Context: an optimization exercise on an open-source flow, tuned for small area, a short achievable clock period and few clock cycles per item. The choices shown serve that exercise and are no tape-out recipe. Function was checked by simulation only, so behaviour that the tests miss may differ from the original. The clock port is modelled as an ideal driver, which makes a skipped or thinned clock tree look cheaper than it is; a real chip needs a root buffer or a tree. Power figures rest on the tool's default switching activity, not on a simulated workload.

==> design/flow/design.v <==
`timescale 1ns / 1ps
module mult;
endmodule
`timescale 1ns / 1ps
module cbrt (
	input [7 : 0] b,
	output [2 : 0] g
);
    assign g = (b >= 8'd217) ? 3'd7 :
               (b >= 8'd216) ? 3'd6 :
               (b >= 8'd125) ? 3'd5 :
               (b >= 8'd64)  ? 3'd4 :
               (b >= 8'd27)  ? 3'd3 :
               (b >= 8'd8)   ? 3'd2 :
               (b != 8'd0)   ? 3'd1 : 3'd0;
endmodule
`timescale 1ns / 1ps
module main(
	input rst_i,
	input clk_i,
	input [7 : 0] a_in,
	input [7 : 0] b_in,
	output busy_out,
	output [15 : 0] y_out
);
    wire [2:0] g;
    cbrt cbrt1(.b(b_in), .g(g));
    wire [9:0] t = {2'b00, a_in} + {1'b0, a_in, 1'b0};     
    wire [4:0] s = {1'b0, t[3:0]} + {1'b0, g, 1'b0};        
    reg [5:0] q;
    reg e;
    reg [3:0] lo;
    always @(posedge clk_i)
        if (rst_i) begin
            q <= t[9:4];
            e <= s[4];
            lo <= s[3:0];
        end
    assign busy_out = 1'b0;
    assign y_out = {6'd0, q + {5'd0, e}, lo};
endmodule
==> design/flow/flow/run.sh <==
#!/bin/bash
# Own flow: the standard layout (standard.sh) with these changes:
#  - the port buffers are the smallest buffer (buf_1);
#  - the one tie cell of the netlist drives all constant outputs
#    (SKIP_REPAIR_TIE_FANOUT);
#  - CTS (CTS_ARGS) adds no dummy load, and after it the root clock buffer
#    drives all flip-flops, with the leaf buffers under it removed
#    (flow/one_clkbuf.tcl), so every register's clock arrives alike.
# make's output goes to standard.log, each ORFS step's log to orfs/logs/.
set -euo pipefail
here=$(pwd)
bash standard.sh "SYNTH_NETLIST_FILES=$here/flow/netlist.v" \
  "BUFFER_PORTS_ARGS=-buffer_cell sky130_fd_sc_hd__buf_1" \
  SKIP_REPAIR_TIE_FANOUT=1 "POST_CTS_TCL=$here/flow/one_clkbuf.tcl" \
  "CTS_ARGS=-sink_clustering_enable -sink_clustering_size 50 -sink_clustering_max_diameter 500 -repair_clock_nets -dont_use_dummy_load -root_buf sky130_fd_sc_hd__clkbuf_4 -buf_list sky130_fd_sc_hd__clkbuf_4" finish > standard.log 2>&1
==> design/flow/flow/netlist.v <==
module main(rst_i, clk_i, a_in, b_in, busy_out, y_out);
  input rst_i;
  wire rst_i;
  input clk_i;
  wire clk_i;
  input [7:0] a_in;
  wire [7:0] a_in;
  input [7:0] b_in;
  wire [7:0] b_in;
  output busy_out;
  wire busy_out;
  output [15:0] y_out;
  wire [15:0] y_out;
  wire cb__00_;
  wire cb__01_;
  wire cb__02_;
  wire cb__03_;
  wire cb__04_;
  wire cb__05_;
  wire cb__06_;
  wire cb__07_;
  wire cb__08_;
  wire e;
  wire g0;
  wire g1;
  wire g2;
  wire n10_nand2;
  wire n11_nor2;
  wire n12_o21ai;
  wire n1_xor2;
  wire n2_xor2;
  wire n3_nand2;
  wire n4_xnor2;
  wire n5_and2;
  wire n6_o21a;
  wire n7_a21oi;
  wire n8_xor2;
  wire n9_xnor2;
  wire o10_nor2;
  wire o12_nand4;
  wire o13_nor2;
  wire o2_nand2;
  wire o4_nor2b;
  wire o6_nand2;
  wire o7_nor2;
  wire o9_nand3;
  wire q0;
  wire q1;
  wire q2;
  wire q3;
  wire q4;
  wire q5;
  wire qd0;
  wire qd1;
  wire qd2;
  wire qd3;
  wire qd4;
  wire qd5;
  wire t3__00_;
  wire t3__01_;
  wire t3__02_;
  wire t3__03_;
  wire t3__04_;
  wire t3__05_;
  wire t3__06_;
  wire t3__07_;
  wire t3__08_;
  wire t3__09_;
  wire t3__10_;
  wire t3__11_;
  wire t3__12_;
  wire t3__13_;
  wire t3__14_;
  wire t3__15_;
  wire t3__16_;
  wire t3__17_;
  wire t3__18_;
  wire t3__19_;
  wire tr1;
  wire tr2;
  wire tr3;
  wire const0;
  sky130_fd_sc_hd__a21o_1 u0 (.A1(b_in[1]), .A2(b_in[0]), .B1(b_in[2]), .X(cb__00_));
  sky130_fd_sc_hd__a31oi_1 u1 (.A1(b_in[3]), .A2(b_in[4]), .A3(cb__00_), .B1(b_in[7]), .Y(cb__01_));
  sky130_fd_sc_hd__o211ai_1 u2 (.A1(b_in[1]), .A2(b_in[0]), .B1(b_in[5]), .C1(b_in[2]), .Y(cb__02_));
  sky130_fd_sc_hd__and4_1 u3 (.A(b_in[3]), .B(b_in[6]), .C(b_in[4]), .D(cb__02_), .X(cb__03_));
  sky130_fd_sc_hd__o21bai_1 u4 (.A1(b_in[3]), .A2(b_in[4]), .B1_N(b_in[7]), .Y(cb__04_));
  sky130_fd_sc_hd__or3_1 u5 (.A(b_in[2]), .B(b_in[1]), .C(b_in[0]), .X(cb__05_));
  sky130_fd_sc_hd__a21oi_1 u6 (.A1(cb__04_), .A2(cb__05_), .B1(b_in[5]), .Y(cb__06_));
  sky130_fd_sc_hd__or2_0 u7 (.A(b_in[6]), .B(b_in[7]), .X(g2));
  sky130_fd_sc_hd__xor2_1 u8 (.A(b_in[6]), .B(b_in[7]), .X(cb__07_));
  sky130_fd_sc_hd__o22ai_1 u9 (.A1(cb__01_), .A2(cb__03_), .B1(cb__06_), .B2(cb__07_), .Y(g0));
  sky130_fd_sc_hd__a21oi_1 u10 (.A1(b_in[3]), .A2(b_in[4]), .B1(b_in[5]), .Y(cb__08_));
  sky130_fd_sc_hd__a21oi_1 u11 (.A1(cb__04_), .A2(cb__08_), .B1(cb__07_), .Y(g1));
  sky130_fd_sc_hd__clkinv_1 u12 (.A(a_in[7]), .Y(t3__00_));
  sky130_fd_sc_hd__clkinv_1 u13 (.A(a_in[5]), .Y(t3__01_));
  sky130_fd_sc_hd__clkinv_1 u14 (.A(a_in[3]), .Y(t3__02_));
  sky130_fd_sc_hd__a21oi_1 u15 (.A1(a_in[1]), .A2(a_in[0]), .B1(a_in[2]), .Y(t3__03_));
  sky130_fd_sc_hd__nor2_1 u16 (.A(t3__02_), .B(t3__03_), .Y(t3__04_));
  sky130_fd_sc_hd__nor2_1 u17 (.A(a_in[4]), .B(t3__04_), .Y(t3__05_));
  sky130_fd_sc_hd__nor2_1 u18 (.A(t3__01_), .B(t3__05_), .Y(t3__06_));
  sky130_fd_sc_hd__nor2_1 u19 (.A(a_in[6]), .B(t3__06_), .Y(t3__07_));
  sky130_fd_sc_hd__nor2_1 u20 (.A(t3__00_), .B(t3__07_), .Y(qd5));
  sky130_fd_sc_hd__xor2_1 u21 (.A(a_in[1]), .B(a_in[0]), .X(tr1));
  sky130_fd_sc_hd__nand2_1 u22 (.A(a_in[2]), .B(a_in[1]), .Y(t3__08_));
  sky130_fd_sc_hd__nand2_1 u23 (.A(t3__08_), .B(t3__02_), .Y(t3__09_));
  sky130_fd_sc_hd__nand2_1 u24 (.A(t3__09_), .B(a_in[4]), .Y(t3__10_));
  sky130_fd_sc_hd__nand2_1 u25 (.A(t3__10_), .B(t3__01_), .Y(t3__11_));
  sky130_fd_sc_hd__a21oi_1 u26 (.A1(t3__11_), .A2(a_in[6]), .B1(a_in[7]), .Y(t3__12_));
  sky130_fd_sc_hd__nor2_1 u27 (.A(t3__12_), .B(qd5), .Y(qd4));
  sky130_fd_sc_hd__a21oi_1 u28 (.A1(a_in[6]), .A2(t3__11_), .B1(t3__07_), .Y(t3__13_));
  sky130_fd_sc_hd__xor2_1 u29 (.A(a_in[7]), .B(t3__13_), .X(qd3));
  sky130_fd_sc_hd__o21ai_0 u30 (.A1(t3__01_), .A2(t3__05_), .B1(t3__11_), .Y(t3__14_));
  sky130_fd_sc_hd__xnor2_1 u31 (.A(a_in[6]), .B(t3__14_), .Y(qd2));
  sky130_fd_sc_hd__o21ai_0 u32 (.A1(a_in[4]), .A2(t3__04_), .B1(t3__10_), .Y(t3__15_));
  sky130_fd_sc_hd__xor2_1 u33 (.A(t3__01_), .B(t3__15_), .X(qd1));
  sky130_fd_sc_hd__o21ai_0 u34 (.A1(t3__02_), .A2(t3__03_), .B1(t3__09_), .Y(t3__16_));
  sky130_fd_sc_hd__xnor2_1 u35 (.A(a_in[4]), .B(t3__16_), .Y(qd0));
  sky130_fd_sc_hd__a21oi_1 u36 (.A1(a_in[2]), .A2(a_in[1]), .B1(t3__03_), .Y(t3__17_));
  sky130_fd_sc_hd__xor2_1 u37 (.A(a_in[3]), .B(t3__17_), .X(tr3));
  sky130_fd_sc_hd__clkinv_1 u38 (.A(a_in[1]), .Y(t3__18_));
  sky130_fd_sc_hd__nor2_1 u39 (.A(a_in[0]), .B(t3__18_), .Y(t3__19_));
  sky130_fd_sc_hd__xor2_1 u40 (.A(a_in[2]), .B(t3__19_), .X(tr2));
  sky130_fd_sc_hd__xor2_1 u41 (.A(tr1), .B(g0), .X(n1_xor2));
  sky130_fd_sc_hd__xor2_1 u42 (.A(tr2), .B(g1), .X(n2_xor2));
  sky130_fd_sc_hd__nand2_1 u43 (.A(tr1), .B(g0), .Y(n3_nand2));
  sky130_fd_sc_hd__xnor2_1 u44 (.A(n2_xor2), .B(n3_nand2), .Y(n4_xnor2));
  sky130_fd_sc_hd__and2_0 u45 (.A(tr2), .B(g1), .X(n5_and2));
  sky130_fd_sc_hd__o21a_1 u46 (.A1(tr2), .A2(g1), .B1(tr1), .X(n6_o21a));
  sky130_fd_sc_hd__a21oi_1 u47 (.A1(n6_o21a), .A2(g0), .B1(n5_and2), .Y(n7_a21oi));
  sky130_fd_sc_hd__xor2_1 u48 (.A(tr3), .B(g2), .X(n8_xor2));
  sky130_fd_sc_hd__xnor2_1 u49 (.A(n8_xor2), .B(n7_a21oi), .Y(n9_xnor2));
  sky130_fd_sc_hd__nand2_1 u50 (.A(tr3), .B(g2), .Y(n10_nand2));
  sky130_fd_sc_hd__nor2_1 u51 (.A(tr3), .B(g2), .Y(n11_nor2));
  sky130_fd_sc_hd__o21ai_1 u52 (.A1(n11_nor2), .A2(n7_a21oi), .B1(n10_nand2), .Y(n12_o21ai));
  sky130_fd_sc_hd__xor2_1 u53 (.A(q0), .B(e), .X(y_out[4]));
  sky130_fd_sc_hd__nand2_2 u54 (.A(q0), .B(e), .Y(o2_nand2));
  sky130_fd_sc_hd__xnor2_1 u55 (.A(q1), .B(o2_nand2), .Y(y_out[5]));
  sky130_fd_sc_hd__nor2b_1 u56 (.A(o2_nand2), .B_N(q1), .Y(o4_nor2b));
  sky130_fd_sc_hd__xor2_1 u57 (.A(q2), .B(o4_nor2b), .X(y_out[6]));
  sky130_fd_sc_hd__nand2_1 u58 (.A(q1), .B(q2), .Y(o6_nand2));
  sky130_fd_sc_hd__nor2_1 u59 (.A(o2_nand2), .B(o6_nand2), .Y(o7_nor2));
  sky130_fd_sc_hd__xor2_1 u60 (.A(q3), .B(o7_nor2), .X(y_out[7]));
  sky130_fd_sc_hd__nand3_1 u61 (.A(q1), .B(q2), .C(q3), .Y(o9_nand3));
  sky130_fd_sc_hd__nor2_1 u62 (.A(o2_nand2), .B(o9_nand3), .Y(o10_nor2));
  sky130_fd_sc_hd__xor2_1 u63 (.A(q4), .B(o10_nor2), .X(y_out[8]));
  sky130_fd_sc_hd__nand4_1 u64 (.A(q1), .B(q2), .C(q3), .D(q4), .Y(o12_nand4));
  sky130_fd_sc_hd__nor2_1 u65 (.A(o2_nand2), .B(o12_nand4), .Y(o13_nor2));
  sky130_fd_sc_hd__xor2_1 u66 (.A(q5), .B(o13_nor2), .X(y_out[9]));
  sky130_fd_sc_hd__edfxtp_1 \lo[0]$_DFFE_PP_  (.CLK(clk_i), .D(a_in[0]), .DE(rst_i), .Q(y_out[0]));
  sky130_fd_sc_hd__edfxtp_1 \lo[1]$_DFFE_PP_  (.CLK(clk_i), .D(n1_xor2), .DE(rst_i), .Q(y_out[1]));
  sky130_fd_sc_hd__edfxtp_1 \lo[2]$_DFFE_PP_  (.CLK(clk_i), .D(n4_xnor2), .DE(rst_i), .Q(y_out[2]));
  sky130_fd_sc_hd__edfxtp_1 \lo[3]$_DFFE_PP_  (.CLK(clk_i), .D(n9_xnor2), .DE(rst_i), .Q(y_out[3]));
  sky130_fd_sc_hd__edfxtp_1 \e$_DFFE_PP_  (.CLK(clk_i), .D(n12_o21ai), .DE(rst_i), .Q(e));
  sky130_fd_sc_hd__edfxtp_1 \q[0]$_DFFE_PP_  (.CLK(clk_i), .D(qd0), .DE(rst_i), .Q(q0));
  sky130_fd_sc_hd__edfxtp_1 \q[1]$_DFFE_PP_  (.CLK(clk_i), .D(qd1), .DE(rst_i), .Q(q1));
  sky130_fd_sc_hd__edfxtp_1 \q[2]$_DFFE_PP_  (.CLK(clk_i), .D(qd2), .DE(rst_i), .Q(q2));
  sky130_fd_sc_hd__edfxtp_1 \q[3]$_DFFE_PP_  (.CLK(clk_i), .D(qd3), .DE(rst_i), .Q(q3));
  sky130_fd_sc_hd__edfxtp_1 \q[4]$_DFFE_PP_  (.CLK(clk_i), .D(qd4), .DE(rst_i), .Q(q4));
  sky130_fd_sc_hd__edfxtp_1 \q[5]$_DFFE_PP_  (.CLK(clk_i), .D(qd5), .DE(rst_i), .Q(q5));
  sky130_fd_sc_hd__conb_1 tie0 (.LO(const0));
  sky130_fd_sc_hd__buf_4 cbuf10 (.A(const0), .X(y_out[10]));
  sky130_fd_sc_hd__buf_4 cbuf11 (.A(const0), .X(y_out[11]));
  sky130_fd_sc_hd__buf_4 cbuf12 (.A(const0), .X(y_out[12]));
  sky130_fd_sc_hd__buf_4 cbuf13 (.A(const0), .X(y_out[13]));
  sky130_fd_sc_hd__buf_4 cbuf14 (.A(const0), .X(y_out[14]));
  sky130_fd_sc_hd__buf_4 cbuf15 (.A(const0), .X(y_out[15]));
  sky130_fd_sc_hd__buf_4 cbufb (.A(const0), .X(busy_out));
endmodule
==> design/flow/flow/one_clkbuf.tcl <==
# POST_CTS_TCL: drive every flip-flop from the root clock buffer that CTS made,
# and remove the leaf buffers below it (a two-level tree for 11 sinks). All
# registers stay on one buffer, so their clock arrival stays the same.
set block [ord::get_db_block]
set root ""
set leaves {}
foreach inst [$block getInsts] {
  set m [[$inst getMaster] getName]
  if {![string match "sky130_fd_sc_hd__clkbuf_*" $m]} { continue }
  set a [$inst findITerm A]
  set anet [$a getNet]
  if {$anet ne "NULL" && [$anet getName] eq "clk_i"} { set root $inst } else { lappend leaves $inst }
}
if {$root eq ""} { error "one_clkbuf.tcl: no root clock buffer on clk_i" }
set rootnet [[$root findITerm X] getNet]
foreach leaf $leaves {
  set a [$leaf findITerm A]
  if {[$a getNet] ne $rootnet} { continue }
  set onet [[$leaf findITerm X] getNet]
  foreach it [$onet getITerms] {
    if {[$it getInst] eq $leaf} { continue }
    $it disconnect
    $it connect $rootnet
  }
  puts "one_clkbuf.tcl: removed [$leaf getName], its sinks now on [$rootnet getName]"
  $a disconnect
  odb::dbInst_destroy $leaf
  odb::dbNet_destroy $onet
}
estimate_parasitics -placement
report_checks -path_delay min_max -format end -group_path_count 3
==> design/flow/standard.sh <==
#!/bin/bash
# synth_recipe.tcl (not shown) runs the flow's synth.tcl, then flattens the netlist and writes it again
# the make line also repeats each setting of config.mk as NAME=value (left out here)
make -C /OpenROAD-flow-scripts/flow DESIGN_CONFIG=/design/flow/config.mk WORK_HOME=/design/flow/orfs CLKGATE_MAP_FILE= SYNTH_SCRIPT=/design/flow/synth_recipe.tcl "${@:-finish}"
==> design/flow/config.mk <==
export PLATFORM = sky130hd
export DESIGN_NAME = main
export DESIGN_NICKNAME = main
export VERILOG_FILES = /design/flow/design.v
export SDC_FILE = /design/flow/constraint.sdc
export NUM_CORES = 4
export LEC_CHECK = 0
export CAP_MARGIN = 20
export CORE_AREA = 2.5 2.5 59.5 59.5
export DIE_AREA = 0 0 62 62
export SLEW_MARGIN = 20
==> design/flow/constraint.sdc <==
create_clock -name core_clock -period 5.0 [get_ports {clk_i}]
set_input_delay 1.0000 -clock core_clock [delete_from_list [all_inputs] [get_ports {clk_i}]]
set_output_delay 1.0000 -clock core_clock [all_outputs]
set_load 0.01 [all_outputs]
==> summary.txt, run 1 <==
Pwr
  – PwrDens: 252 nW/um^2
  – Reg power frac: 0.553
  – Leak: 0.000313 uW
  – Clk pwr share: 0.117
  – Switching share of power: 0.302
  – NetSw: 68.6 uW
  – Comb pwr share: 0.330
  – Pint: 159 uW
  – Peak VDD IR: 57.0 uV

STA
  – Final setup vio count: 0
  – Tmin final: 2.19 ns
  – Final TNS setup: 0 ns
  – Setup slack after layout: 2.81 ns
  – RSZ-0062 raised after global routing: no
  – Pins Over Slew Limit: 0
  – Hold Violations, Final: 0
  – Fmax: 457 MHz
  – Hold_ws: 1.15 ns
  – Worst Max-Slew Pin Slew: 0.513 ns
  – Fin crit share: 0.437
  – Worst rel slew slack: 0.658

Finish
  – Area Growth Syn to Fin: 14.1%
  – # nets final: 127
  – Antenna diode count: 0
  – Post-Layout Cell Count: 151
  – Layout cells sized above 1: 0.0187

Placed design
  – Placed cell count: 150
  – Gpl congestion: 0.696
  – DP HPWL: 1.04 mm
  – IO buf count: 27
  – Pre-CTS WS: 2.65 ns

Synthesis
  – Synthesized area: 790 um^2
  – Syn Nets: 104
  – Yosys warnings: 0
  – Post-Synthesis Cells: 86
  – Mean Syn Cell Area: 9.18 um^2

Status
  – Status: timing/DRC/antenna clean

Global routing
  – Global-route wire length before repair: 2.04 mm
  – Congestion Overflow GR: 0
  – Vias in the first global route: 526
  – Largest net degree at the start of global routing: 12
  – GRT Util Overall: 0.0741
  – Antenna violations before repair: 0

Worst setup path
  – Crit path launch type: input pin
  – CP max FO: 3
  – Crit end category: flip-flop
  – Crit Path Class: input pin to flip-flop
  – CP Data Required Time: 4.91 ns
  – Worst EP arrival: 2.10 ns

Clocking
  – Number of clock sinks: 11
  – Clock slew at reported path FFs: 0.09 ns

Floorplan
  – Initial core utilization: 0.257
  – Die W: 62 um
  – Boundary Pins: 35
  – Total core area: 3080 um^2
  – Core Rows: 20
  – DIE AREA: 3840 um^2
  – Die Ht: 62 um

Flow run
  – Max-Cap Viols: 0

Min path
  – Hold WC Path Type: input pin to flip-flop

Detailed routing
  – DRT Pass-1 Iters: 4
  – Routed WL per cell: 7.62 um
  – Number of remaining DRC errors: 0
  – DR vias: 600
  – Total Routed Length: 1.15 mm
  – Initial DRC count: 27
  – Routed Antenna Nets: 0
  – Via density: 3.97
==> cells in the final DEF, fill, tap and decap left out <==
cell	n
buf_1	27
a21oi_1	8
or3_1	1
or2_0	1
nand2_2	1
o21bai_1	1
and2_0	1
a21o_1	1
a31oi_1	1
xor2_1	14
clkbuf_4	1
and4_1	1
o211ai_1	1
nor2b_1	1
o21ai_0	3
nor2_1	11
xnor2_1	5
o21a_1	1
clkinv_1	4
nand3_1	1
edfxtp_1	11
conb_1	1
nand4_1	1
o21ai_1	1
o22ai_1	1
nand2_1	7
==> cell type report <==
cell class                      instances  area [um^2]
Inverter                                4         15.0
Sequential cell                        11          330
Clock buffer                            1         7.51
Fill cell                             328         2180
Tap cell                               44         55.1
Timing Repair Buffer                   27          101
Multi-Input combinational cell         64          392
==> state kept, by name, indices dropped and copies added, names as in the netlist <==
register  count
q             6
e             1
lo            4
==> stage by stage <==
stage	util	total power, uW	instance area, um^2
after global routing	0.293	246	901
after floorplan	-	182	790
after global placement	0.290	202	893
final	0.293	227	901
after detailed placement	0.290	204	893
==> worst paths after layout <==
check,slack [ns],start,to,cells past startpoint
worst max-delay path,2.81,b_in[2],e,6
worst min-delay path,1.15,a_in[0],lo[0],1
==> power groups by stage <==
stage,Sequential (uW),Clock [uW],Combinational [uW]
floorplan,131,0,51.8
global placement,128,0,74.1
detailed placement,128,0,75.9
global route,127,32.8,85.3
finish,126,26.5,75.1
==> layer usage <==
| layer | up-vias | share of wire | global-route usage |
|---|---|---|---|
| met4 | 0 | 0 | 0.0213 |
| li1 | 326 | - | - |
| met5 | - | 0 | 0 |
| met2 | 14 | 0.49 | 0.140 |
| met3 | 0 | 0.071 | 0.00621 |
| met1 | 260 | 0.44 | 0.0882 |
==> critical path, cell delays in order <==
cell and delay [ns]:
buf_1 0.09, or3_1 0.37, a21oi_1 0.16, o22ai_1 0.15, a21oi_1 0.25, o21ai_1 0.08
Testbench counts, summed over its fixed seeds: cycles 2,400, items 2,400.
==> inputs of run 2 (changes only) <==
--- a/design/flow/flow/run.sh
+++ b/design/flow/flow/run.sh
@@ -1,5 +1,6 @@
 #!/bin/bash
 # Own flow: the standard layout (standard.sh) with these changes:
-#  - the port buffers are the smallest buffer (buf_1);
+#  - the port buffers are the smallest buffer (buf_1), except that an input
+#    buffer with 4 or more loads becomes a buf_2 (flow/upsize_inbuf.tcl);
 #  - the one tie cell of the netlist drives all constant outputs
 #    (SKIP_REPAIR_TIE_FANOUT);
@@ -13,3 +14,4 @@
   "BUFFER_PORTS_ARGS=-buffer_cell sky130_fd_sc_hd__buf_1" \
   SKIP_REPAIR_TIE_FANOUT=1 "POST_CTS_TCL=$here/flow/one_clkbuf.tcl" \
+  "POST_GLOBAL_PLACE_TCL=$here/flow/upsize_inbuf.tcl" \
   "CTS_ARGS=-sink_clustering_enable -sink_clustering_size 50 -sink_clustering_max_diameter 500 -repair_clock_nets -dont_use_dummy_load -root_buf sky130_fd_sc_hd__clkbuf_4 -buf_list sky130_fd_sc_hd__clkbuf_4" finish > standard.log 2>&1
==> design/flow/flow/upsize_inbuf.tcl (new file) <==
# POST_GLOBAL_PLACE_TCL: an input port's buf_1 that drives 4 or more pins
# becomes a buf_2.
set block [ord::get_db_block]
foreach inst [$block getInsts] {
  if {[[$inst getMaster] getName] ne "sky130_fd_sc_hd__buf_1"} { continue }
  set n [[$inst findITerm A] getNet]
  if {$n eq "NULL" || [llength [$n getBTerms]] == 0} { continue }
  set x [[$inst findITerm X] getNet]
  if {$x eq "NULL"} { continue }
  set loads [expr {[llength [$x getITerms]] - 1}]
  if {$loads >= 4} {
    puts "upsize_inbuf.tcl: [$inst getName] ([$n getName], $loads loads) -> buf_2"
    replace_cell [$inst getName] sky130_fd_sc_hd__buf_2
  }
}
==> run 2 against run 1 <==
Still clean on timing, DRC and antenna. Via count grew 0.50%. Count of clock-buffer cells in the layout unchanged. Die area unchanged. Global-route usage about the same. Wire length increased by 0.52%. Sequential power barely moved. Worst hold slack worse by 0.078 ns. Total power is 0.65% higher. Setup slack better by 0.019 ns. Combinational power up 1%. Sequential share of layout area shrank 0.45 points.
==> summary.txt, run 2 <==
Status
  – Status: timing/DRC/antenna clean

STA
  – Final TNS setup: 0 ns
  – Hold Violations, Final: 0
  – Tmin final: 2.17 ns
  – RSZ-0062 raised after global routing: no
  – Fin crit share: 0.434
  – Pins Over Slew Limit: 0
  – Final setup vio count: 0
  – Fmax: 461 MHz

Worst setup path
  – Crit path launch type: input pin
  – Crit Path Class: input pin to flip-flop
  – Worst path slowest cell: or3_1
  – Crit-path cells: buf_1 -> or3_1 -> a21oi_1 -> o22ai_1 -> a21oi_1 -> xnor2_1
  – CP max stage delay: 0.37 ns
  – CP max FO: 3
  – Crit end category: flip-flop
  – Worst EP arrival: 2.09 ns
  – Most numerous cell on the critical path: a21oi_1
  – CP Data Required Time: 4.92 ns

Flow run
  – Max-Cap Viols: 0

Synthesis
  – Synthesized area: 790 um^2
  – Mean Syn Cell Area: 9.18 um^2
  – Yosys warnings: 0
  – Syn Nets: 104
  – Post-Synthesis Cells: 86

Finish
  – Post-route cell area: 912 um^2
  – Commonest non-fill, non-tap cell in the layout: buf_1
  – Layout cells sized above 1: 0.103
  – # nets final: 127
  – Commonest cells after routing, fill and taps aside: buf_1, xor2_1, edfxtp_1, nor2_1, buf_2
  – Top reg by flops: q
  – Largest register FFs: 6
  – Antenna diode count: 0
  – Biggest regs: q (6), lo (4), e (1)
  – Area Growth Syn to Fin: 15.5%

Global routing
  – GRT Util Overall: 0.0736
  – Vias in the first global route: 527
  – Global-route wire length before repair: 2.02 mm
  – Antenna violations before repair: 0
  – Largest net degree at the start of global routing: 12
  – Congestion Overflow GR: 0

Detailed routing
  – DR vias: 603
  – DRT Pass-1 Iters: 5
  – Routed WL per cell: 7.66 um
  – Total Routed Length: 1.16 mm
  – Routed Antenna Nets: 0
  – Number of remaining DRC errors: 0
  – Via density: 3.99
  – Initial DRC count: 26

Pwr
  – NetSw: 69.0 uW
  – Pint: 160 uW
  – PwrDens: 251 nW/um^2
  – Clk pwr share: 0.119
  – Leak: 0.000338 uW
  – Switching share of power: 0.302
  – Reg power frac: 0.549
  – Comb pwr share: 0.332
  – Peak VDD IR: 70.4 uV

Floorplan
  – Die Ht: 62 um
  – Total core area: 3080 um^2
  – Boundary Pins: 35
  – Core Rows: 20
  – Initial core utilization: 0.257
  – DIE AREA: 3840 um^2
  – Die W: 62 um

Min path
  – Worst Hold End: lo[0]
  – Hold_sp: a_in[0]
  – Hold WC Path Type: input pin to flip-flop
  – Min-Delay Path Depth: 1

Clocking
  – Clock slew at reported path FFs: 0.09 ns
  – Number of clock sinks: 11

Placed design
  – DP HPWL: 1.05 mm
  – Post-DP Area: 905 um^2
  – IO buf count: 27
==> run 2: changes by cell type in the layout (fill, tap and decap cells not counted) <==
cell,change
buf_2,+9
buf_1,-9
==> run 2: worst max-delay path: cells and delay by family <==
family	cells	cell delay, ns
AO/OA/AOI/OAI	3	0.53
AND/OR/NAND/NOR	1	0.37
buffers and inverters	1	0.09
XOR/XNOR	1	0.08
==> run 2: how the worst max path moves through the flow <==
stage / startpoint / end / slack [ns]
3_3_place_gp: b_in[2] / lo[3] / 2.69
5_1_grt: b_in[2] / e / 2.72
6_report: b_in[2] / lo[3] / 2.83
2_1_floorplan: b_in[2] / lo[3] / 2.84
3_5_place_dp: b_in[2] / lo[3] / 2.65
==> run 2: cell type report <==
class	instances	area (um^2)
inverter	4	15.0
multi-input combinational	64	392
timing repair buffer	27	113
tap	44	55.1
clock buffer	1	7.51
fill	335	2170
sequential	11	330
==> run 2: power groups by stage <==
| stage | Combinational (uW) | Clock (uW) | Sequential [uW] |
|---|---|---|---|
| 2_1_floorplan | 51.8 | 0 | 131 |
| 3_3_place_gp | 74.1 | 0 | 128 |
| 3_5_place_dp | 77.0 | 0 | 128 |
| 5_1_grt | 86.5 | 33.0 | 127 |
| 6_report | 76.0 | 27.2 | 126 |
==> run 2: per-layer routing <==
layer,wire length [um],track usage,share of wire,up-vias
li1,-,-,-,328
met1,494,0.0857,0.43,261
met2,585,0.143,0.51,14
met3,77,0.00621,0.067,0
met4,0,0.0182,0,0
met5,0,0,0,-
==> run 2: metrics by stage <==
| step | instances | hold WS (ns) | total power, uW | utilization | setup slack (ns) |
|---|---|---|---|---|---|
| final | 151 | 1.08 | 229 | 0.296 | 2.83 |
| after global routing | 151 | 1.08 | 247 | 0.296 | 2.72 |
| after detailed placement | 150 | 1.25 | 205 | 0.294 | 2.65 |
| after global placement | 150 | 1.33 | 202 | 0.290 | 2.69 |
| after floorplan | 86 | 1.10 | 182 | - | 2.84 |
==> inputs of run 3 (changes only) <==
==> design/flow/flow/run.sh (replaced) <==
#!/bin/bash
# Own flow: the standard layout (standard.sh) with these changes:
#  - the port buffers are the smallest buffer (buf_1);
#  - the one tie cell of the netlist drives all constant outputs
#    (SKIP_REPAIR_TIE_FANOUT);
#  - CTS (CTS_ARGS) adds no dummy load.
# make's output goes to standard.log, each ORFS step's log to orfs/logs/.
set -euo pipefail
here=$(pwd)
bash standard.sh "SYNTH_NETLIST_FILES=$here/flow/netlist.v" \
  "BUFFER_PORTS_ARGS=-buffer_cell sky130_fd_sc_hd__buf_1" \
  SKIP_REPAIR_TIE_FANOUT=1 \
  "CTS_ARGS=-sink_clustering_enable -sink_clustering_size 50 -sink_clustering_max_diameter 500 -repair_clock_nets -dont_use_dummy_load -root_buf sky130_fd_sc_hd__clkbuf_4 -buf_list sky130_fd_sc_hd__clkbuf_4" finish > standard.log 2>&1
removed: design/flow/flow/one_clkbuf.tcl
removed: design/flow/flow/upsize_inbuf.tcl
==> run 3 against run 2 <==
Still clean. Non-clock buffer count stayed put. First-iteration DRC count unchanged. Cell area grew 0.41%. Via count did not move. Sequential share of layout area fell by 0.15 points. Critical path depth fell by 2. Worst hold slack lost 0.024 ns. Largest power group unchanged. Highest routed layer is now met4.
==> summary.txt, run 3 <==
Status
  – Status: timing/DRC/antenna clean

Clocking
  – CTS tree: yes
  – Number of post-CTS setup repair buffers: 0
  – CTS buffer count: 3
  – Clock slew at reported path FFs: 0.06 ns
  – Number of clock sinks: 11
  – Post_cts resized: 0
  – H-tree Lvls: 1
  – CTS max path bufs: 2
  – Hold Buf Count CTS: 0
  – CTS root buf: clkbuf_4

STA
  – Final TNS setup: 0 ns
  – Final setup vio count: 0
  – Worst rel slew slack: 0.660
  – Setup slack after layout: 2.80 ns
  – Fin crit share: 0.441
  – Pins Over Slew Limit: 0
  – RSZ-0062 raised after global routing: no
  – Worst Max-Slew Pin Slew: 0.511 ns
  – Hold Violations, Final: 0
  – Tmin final: 2.20 ns
  – Fmax: 454 MHz
  – Hold_ws: 1.05 ns

Global routing
  – Global-route wire length before repair: 2.08 mm
  – Vias in the first global route: 532
  – Grt met1 use: 0.0844
  – Congestion Overflow GR: 0
  – GR Util met3: 0.0124
  – GRT Util Overall: 0.0736
  – Largest net degree at the start of global routing: 12
  – Met2 Use GR: 0.121
  – Antenna violations before repair: 0
  – GRT busiest layer: met2

Detailed routing
  – Routed Antenna Nets: 0
  – DRT Pass-1 Iters: 2
  – Total Routed Length: 1.20 mm
  – DR vias: 603
  – Via density: 3.94
  – Initial DRC count: 26
  – Routed WL per cell: 7.82 um
  – Number of remaining DRC errors: 0

Worst setup path
  – Worst EP arrival: 1.20 ns
  – Crit path launch type: flip-flop
  – CP startpoint: q[1]
  – Crit end category: primary output
  – End point of the critical path: y_out[9]
  – CP Data Required Time: 4.00 ns
  – Crit Path Class: flip-flop to primary output
  – CP max FO: 5

Floorplan
  – DIE AREA: 3840 um^2
  – Boundary Pins: 35
  – Die Ht: 62 um
  – Total core area: 3080 um^2
  – Initial core utilization: 0.257
  – Core Rows: 20
  – Die W: 62 um

Pwr
  – Clk pwr share: 0.206
  – NetSw: 76.0 uW
  – Reg power frac: 0.498
  – Peak VDD IR: 54.0 uV
  – Overall Power: 253 uW
  – PwrDens: 276 nW/um^2
  – Leak: 0.000322 uW
  – Pint: 177 uW
  – Switching share of power: 0.300
  – Comb pwr share: 0.296

Placed design
  – Gpl congestion: 0.696
  – DP HPWL: 1.04 mm
  – IO buf count: 27
  – Pre-CTS WS: 2.65 ns

Synthesis
  – Syn Nets: 104
  – Yosys warnings: 0
  – Mean Syn Cell Area: 9.18 um^2
  – Synthesized area: 790 um^2
  – Post-Synthesis Cells: 86

Finish
  – Antenna diode count: 0
  – Layout cells sized above 1: 0.0367
  – Top reg by flops: q
  – # nets final: 129
  – Commonest non-fill, non-tap cell in the layout: buf_1
  – Area Growth Syn to Fin: 16.0%
  – Final Core Density: 0.298
  – Biggest regs: q (6), lo (4), e (1)
  – Commonest cells after routing, fill and taps aside: buf_1, xor2_1, edfxtp_1, nor2_1, a21oi_1
  – Largest register FFs: 6

Flow run
  – Max-Cap Viols: 0

Min path
  – Hold WC Path Type: input pin to flip-flop
run 3: changes by cell type in the layout (fill, tap and decap cells not counted):
cell,previous run,this run
buf_2,9,0
clkbuf_4,1,3
buf_1,18,27
run 3: critical path, stage by stage (launching register included):
cell	delay (ns)
edfxtp_1	0.42
nand4_1	0.09
nor2_1	0.12
xor2_1	0.15
buf_1	0.16
run 3: per-stage QoR:
step / instances / cell area, um^2
2_1_floorplan: 86 / 790
3_3_place_gp: 150 / 893
3_5_place_dp: 150 / 893
4_1_cts: 153 / 916
5_1_grt: 153 / 916
6_report: 153 / 916
run 3: how the worst min path moves through the flow:
stage	startpoint	to	slack, ns	cells after the start
after global routing	a_in[0]	lo[0]	1.06	1
after detailed placement	a_in[0]	lo[0]	1.33	1
final	a_in[0]	lo[0]	1.05	1
after CTS	a_in[0]	lo[0]	1.06	1
after floorplan	a_in[0]	lo[0]	1.10	0
after global placement	a_in[0]	lo[0]	1.33	1
run 3: area by class of cell:
class / count / area [um^2]
well taps: 44 / 55.1
repair buffers: 27 / 101
flip-flops and latches: 11 / 330
clock buffers: 3 / 22.5
fillers: 329 / 2160
inverters: 4 / 15.0
multi-input cells: 64 / 392
run 3: metal layers:
layer  wire length [um]  vias up  part of all wire
met4                 22        0             0.018
met3                 89        2             0.074
met2                570       14              0.48
met1                514      256              0.43
li1                   -      331                 -
met5                  0        -                 0
run 3: power groups by stage:
| stage | registers, uW | clock network, uW | logic (uW) |
|---|---|---|---|
| 2_1_floorplan | 131 | 0 | 51.8 |
| 3_3_place_gp | 128 | 0 | 74.1 |
| 3_5_place_dp | 128 | 0 | 75.9 |
| 4_1_cts | 126 | 54.1 | 76.0 |
| 5_1_grt | 128 | 59.3 | 85.3 |
| 6_report | 126 | 52.2 | 74.9 |
==> inputs of run 4 (changes only) <==
==> design/flow/flow/run.sh (replaced) <==
#!/bin/bash
# Own flow: the standard layout (standard.sh) with these changes:
#  - the port buffers are the smallest buffer (buf_1);
#  - the one tie cell of the netlist drives all constant outputs
#    (SKIP_REPAIR_TIE_FANOUT);
#  - CTS (CTS_ARGS) adds no dummy load, and after it the root clock buffer
#    drives all flip-flops, with the leaf buffers under it removed
#    (flow/one_clkbuf.tcl), so every register's clock arrives alike.
# make's output goes to standard.log, each ORFS step's log to orfs/logs/.
set -euo pipefail
here=$(pwd)
bash standard.sh "SYNTH_NETLIST_FILES=$here/flow/netlist.v" \
  "BUFFER_PORTS_ARGS=-buffer_cell sky130_fd_sc_hd__buf_1" \
  SKIP_REPAIR_TIE_FANOUT=1 "POST_CTS_TCL=$here/flow/one_clkbuf.tcl" \
  "CTS_ARGS=-sink_clustering_enable -sink_clustering_size 50 -sink_clustering_max_diameter 500 -repair_clock_nets -dont_use_dummy_load -root_buf sky130_fd_sc_hd__clkbuf_4 -buf_list sky130_fd_sc_hd__clkbuf_4" finish > standard.log 2>&1
--- a/design/flow/flow/netlist.v
+++ b/design/flow/flow/netlist.v
@@ -38,11 +38,11 @@
   wire n9_xnor2;
   wire o10_nor2;
-  wire o12_nand4;
+  wire o12_nand2;
   wire o13_nor2;
   wire o2_nand2;
-  wire o4_nor2b;
-  wire o6_nand2;
-  wire o7_nor2;
-  wire o9_nand3;
+  wire o4_nand3;
+  wire o6_nand4;
+  wire o8_nand4;
+  wire o9_inv;
   wire q0;
   wire q1;
@@ -135,16 +135,16 @@
   sky130_fd_sc_hd__o21ai_1 u52 (.A1(n11_nor2), .A2(n7_a21oi), .B1(n10_nand2), .Y(n12_o21ai));
   sky130_fd_sc_hd__xor2_1 u53 (.A(q0), .B(e), .X(y_out[4]));
-  sky130_fd_sc_hd__nand2_2 u54 (.A(q0), .B(e), .Y(o2_nand2));
+  sky130_fd_sc_hd__nand2_1 u54 (.A(q0), .B(e), .Y(o2_nand2));
   sky130_fd_sc_hd__xnor2_1 u55 (.A(q1), .B(o2_nand2), .Y(y_out[5]));
-  sky130_fd_sc_hd__nor2b_1 u56 (.A(o2_nand2), .B_N(q1), .Y(o4_nor2b));
-  sky130_fd_sc_hd__xor2_1 u57 (.A(q2), .B(o4_nor2b), .X(y_out[6]));
-  sky130_fd_sc_hd__nand2_1 u58 (.A(q1), .B(q2), .Y(o6_nand2));
-  sky130_fd_sc_hd__nor2_1 u59 (.A(o2_nand2), .B(o6_nand2), .Y(o7_nor2));
-  sky130_fd_sc_hd__xor2_1 u60 (.A(q3), .B(o7_nor2), .X(y_out[7]));
-  sky130_fd_sc_hd__nand3_1 u61 (.A(q1), .B(q2), .C(q3), .Y(o9_nand3));
-  sky130_fd_sc_hd__nor2_1 u62 (.A(o2_nand2), .B(o9_nand3), .Y(o10_nor2));
+  sky130_fd_sc_hd__nand3_1 u56 (.A(q0), .B(q1), .C(e), .Y(o4_nand3));
+  sky130_fd_sc_hd__xnor2_1 u57 (.A(q2), .B(o4_nand3), .Y(y_out[6]));
+  sky130_fd_sc_hd__nand4_1 u58 (.A(q0), .B(q1), .C(q2), .D(e), .Y(o6_nand4));
+  sky130_fd_sc_hd__xnor2_1 u59 (.A(q3), .B(o6_nand4), .Y(y_out[7]));
+  sky130_fd_sc_hd__nand4_1 u60 (.A(q0), .B(q1), .C(q2), .D(q3), .Y(o8_nand4));
+  sky130_fd_sc_hd__inv_1 u61 (.A(e), .Y(o9_inv));
+  sky130_fd_sc_hd__nor2_1 u62 (.A(o8_nand4), .B(o9_inv), .Y(o10_nor2));
   sky130_fd_sc_hd__xor2_1 u63 (.A(q4), .B(o10_nor2), .X(y_out[8]));
-  sky130_fd_sc_hd__nand4_1 u64 (.A(q1), .B(q2), .C(q3), .D(q4), .Y(o12_nand4));
-  sky130_fd_sc_hd__nor2_1 u65 (.A(o2_nand2), .B(o12_nand4), .Y(o13_nor2));
+  sky130_fd_sc_hd__nand2_1 u64 (.A(q4), .B(e), .Y(o12_nand2));
+  sky130_fd_sc_hd__nor2_1 u65 (.A(o8_nand4), .B(o12_nand2), .Y(o13_nor2));
   sky130_fd_sc_hd__xor2_1 u66 (.A(q5), .B(o13_nor2), .X(y_out[9]));
   sky130_fd_sc_hd__edfxtp_1 \lo[0]$_DFFE_PP_  (.CLK(clk_i), .D(a_in[0]), .DE(rst_i), .Q(y_out[0]));
==> design/flow/flow/one_clkbuf.tcl (new file) <==
# POST_CTS_TCL: drive every flip-flop from the root clock buffer that CTS made,
# and remove the leaf buffers below it (a two-level tree for 11 sinks). All
# registers stay on one buffer, so their clock arrival stays the same.
set block [ord::get_db_block]
set root ""
set leaves {}
foreach inst [$block getInsts] {
  set m [[$inst getMaster] getName]
  if {![string match "sky130_fd_sc_hd__clkbuf_*" $m]} { continue }
  set a [$inst findITerm A]
  set anet [$a getNet]
  if {$anet ne "NULL" && [$anet getName] eq "clk_i"} { set root $inst } else { lappend leaves $inst }
}
if {$root eq ""} { error "one_clkbuf.tcl: no root clock buffer on clk_i" }
set rootnet [[$root findITerm X] getNet]
foreach leaf $leaves {
  set a [$leaf findITerm A]
  if {[$a getNet] ne $rootnet} { continue }
  set onet [[$leaf findITerm X] getNet]
  foreach it [$onet getITerms] {
    if {[$it getInst] eq $leaf} { continue }
    $it disconnect
    $it connect $rootnet
  }
  puts "one_clkbuf.tcl: removed [$leaf getName], its sinks now on [$rootnet getName]"
  $a disconnect
  odb::dbInst_destroy $leaf
  odb::dbNet_destroy $onet
}
estimate_parasitics -placement
report_checks -path_delay min_max -format end -group_path_count 3
==> run 4 against run 3 <==
Still clean on timing, DRC and antenna. Die area is the same. Flip-flop and latch count is the same. First-iteration DRC count shrank 35%. Largest cell class unchanged.
==> summary.txt, run 4 <==
Pwr
  – Leak: 0.000310 uW
  – Peak VDD IR: 56.2 uV
  – PwrDens: 255 nW/um^2

Placed design
  – Pre-CTS WS: 2.62 ns
  – DP HPWL: 1.11 mm
  – Gpl congestion: 0.775
  – Placed cell count: 150
  – IO buf count: 27

Global routing
  – Vias in the first global route: 523
  – Congestion Overflow GR: 0
  – GRT Util Overall: 0.0749
  – Largest net degree at the start of global routing: 12
  – Antenna violations before repair: 0
  – Global-route wire length before repair: 1.95 mm

STA
  – Pins Over Slew Limit: 0
  – Fin crit share: 0.436
  – Worst rel slew slack: 0.647
  – Final setup vio count: 0
  – Final TNS setup: 0 ns
  – Hold Violations, Final: 0
  – RSZ-0062 raised after global routing: no
  – Worst Max-Slew Pin Slew: 0.529 ns
  – Fmax: 459 MHz
  – Tmin final: 2.18 ns
  – Setup slack after layout: 2.82 ns

Worst setup path
  – Crit path launch type: input pin
  – Worst path slowest cell: xor2_1
  – Crit path max-delay family: XOR/XNOR gates
  – Crit end category: flip-flop
  – Crit Path Class: input pin to flip-flop
  – CP max FO: 5
  – CP max stage delay: 0.29 ns
  – Crit path buf inv count: 1
  – Worst EP arrival: 2.09 ns
  – Crit-path cells: buf_1 -> a21oi_1 -> a21oi_1 -> xor2_1 -> xor2_1 -> xnor2_1
  – CP Data Required Time: 4.92 ns

Finish
  – Top reg by flops: q
  – Post-Layout Cell Count: 151
  – Commonest non-fill, non-tap cell in the layout: buf_1
  – Largest register FFs: 6
  – # nets final: 127
  – Final Core Density: 0.292
  – Biggest regs: q (6), lo (4), e (1)
  – Antenna diode count: 0
  – Area Growth Syn to Fin: 14.1%
  – Layout cells sized above 1: 0.00935
  – Commonest cells after routing, fill and taps aside: buf_1, xor2_1, edfxtp_1

Detailed routing
  – Initial DRC count: 17
  – DRT Pass-1 Iters: 4
  – Routed WL per cell: 8.07 um
  – Via density: 3.99
  – Routed Antenna Nets: 0
  – Total Routed Length: 1.22 mm
  – DR vias: 603
  – Number of remaining DRC errors: 0

Synthesis
  – Yosys warnings: 0
  – Syn Nets: 104
  – Synthesized area: 787 um^2
  – Mean Syn Cell Area: 9.15 um^2
  – Post-Synthesis Cells: 86

Floorplan
  – Total core area: 3080 um^2
  – Initial core utilization: 0.256
  – Boundary Pins: 35
  – Die W: 62 um
  – DIE AREA: 3840 um^2
  – Core Rows: 20
  – Die Ht: 62 um

Clocking
  – Clock slew at reported path FFs: 0.09 ns
  – Number of clock sinks: 11

Flow run
  – Max-Cap Viols: 0

Min path
  – Hold WC Path Type: input pin to flip-flop
  – Hold_sp: a_in[0]
  – Min-Delay Path Depth: 1
  – Worst Hold End: lo[0]

Status
  – Status: timing/DRC/antenna clean
run 4: cell count changes in the layout (fill, tap and decap cells not counted):
cell      delta
nor2b_1      -1
clkbuf_4     -2
xnor2_1      +2
nand2_2      -1
inv_1        +1
nand4_1      +1
nand2_1      +1
nor2_1       -1
xor2_1       -2
run 4: cell type report:
cell class                      count  area [um^2]
Clock buffer                        1         7.51
Inverter                            5         18.8
Tap cell                           44         55.1
Fill cell                         343         2180
Sequential cell                    11          330
Multi-Input combinational cell     63          385
Timing Repair Buffer               27          101
run 4: how the worst max path moves through the flow:
stage	startpoint	slack [ns]	endpoint	cells past startpoint
5_1_grt	q[1]	2.69	y_out[9]	4
3_5_place_dp	a_in[1]	2.62	lo[3]	6
2_1_floorplan	b_in[2]	2.84	lo[3]	5
6_report	a_in[1]	2.82	lo[3]	6
3_3_place_gp	b_in[2]	2.69	lo[3]	6
run 4: where the power goes:
group	internal, uW	switching (uW)	leakage (uW)
combinational	30.8	44.3	0.000198
clock	9.58	17.4	0.00000460
sequential	119	7.88	0.000108
total	159	69.6	0.000310
run 4: metrics by stage:
step | hold slack [ns] | instance area [um^2] | total power, uW
floorplan | 1.10 | 787 | 183
global placement | 1.33 | 891 | 202
detailed placement | 1.33 | 891 | 205
global route | 1.14 | 898 | 246
finish | 1.15 | 898 | 229
run 4: routing by layer:
layer	GRT usage	part of all wire
met1	0.0755	0.40
met2	0.140	0.48
met3	0.0186	0.092
met4	0.0395	0.022
met5	0	0

afterwards: timing with drivers on the ports:
How much do the figures lean on ideal ports? The routed layouts below were timed once more, with nothing changed but the port constraints.
Step 1 assumes that a clkbuf_16 drives the clock port and a buf_2 every other input.
Step 2 adds t to the input delays and takes it off the output delays; t is the mean of the earliest and latest rising clock arrival at the registers after step 1. Input paths then give back, and output paths get back, about the clock's delay inside the block.
a / b / c = no drivers / after step 1 / after step 2; a / b = the first two.
| run | shift t [ns] | setup slack, ns | worst hold slack (ns) |
|---|---|---|---|
| run 1 | 0.170 | 2.813 / 2.808 / 2.639 | 1.154 / 1.157 / 1.326 |
| run 2 | 0.170 | 2.832 / 2.824 / 2.654 | 1.076 / 1.081 / 1.251 |
| run 3 | 0.278 | 2.797 / 2.780 / 2.634 | 1.052 / 1.054 / 1.332 |
| run 4 | 0.173 | 2.822 / 2.809 / 2.644 | 1.150 / 1.150 / 1.323 |
After both steps setup and hold are still met in every run listed.
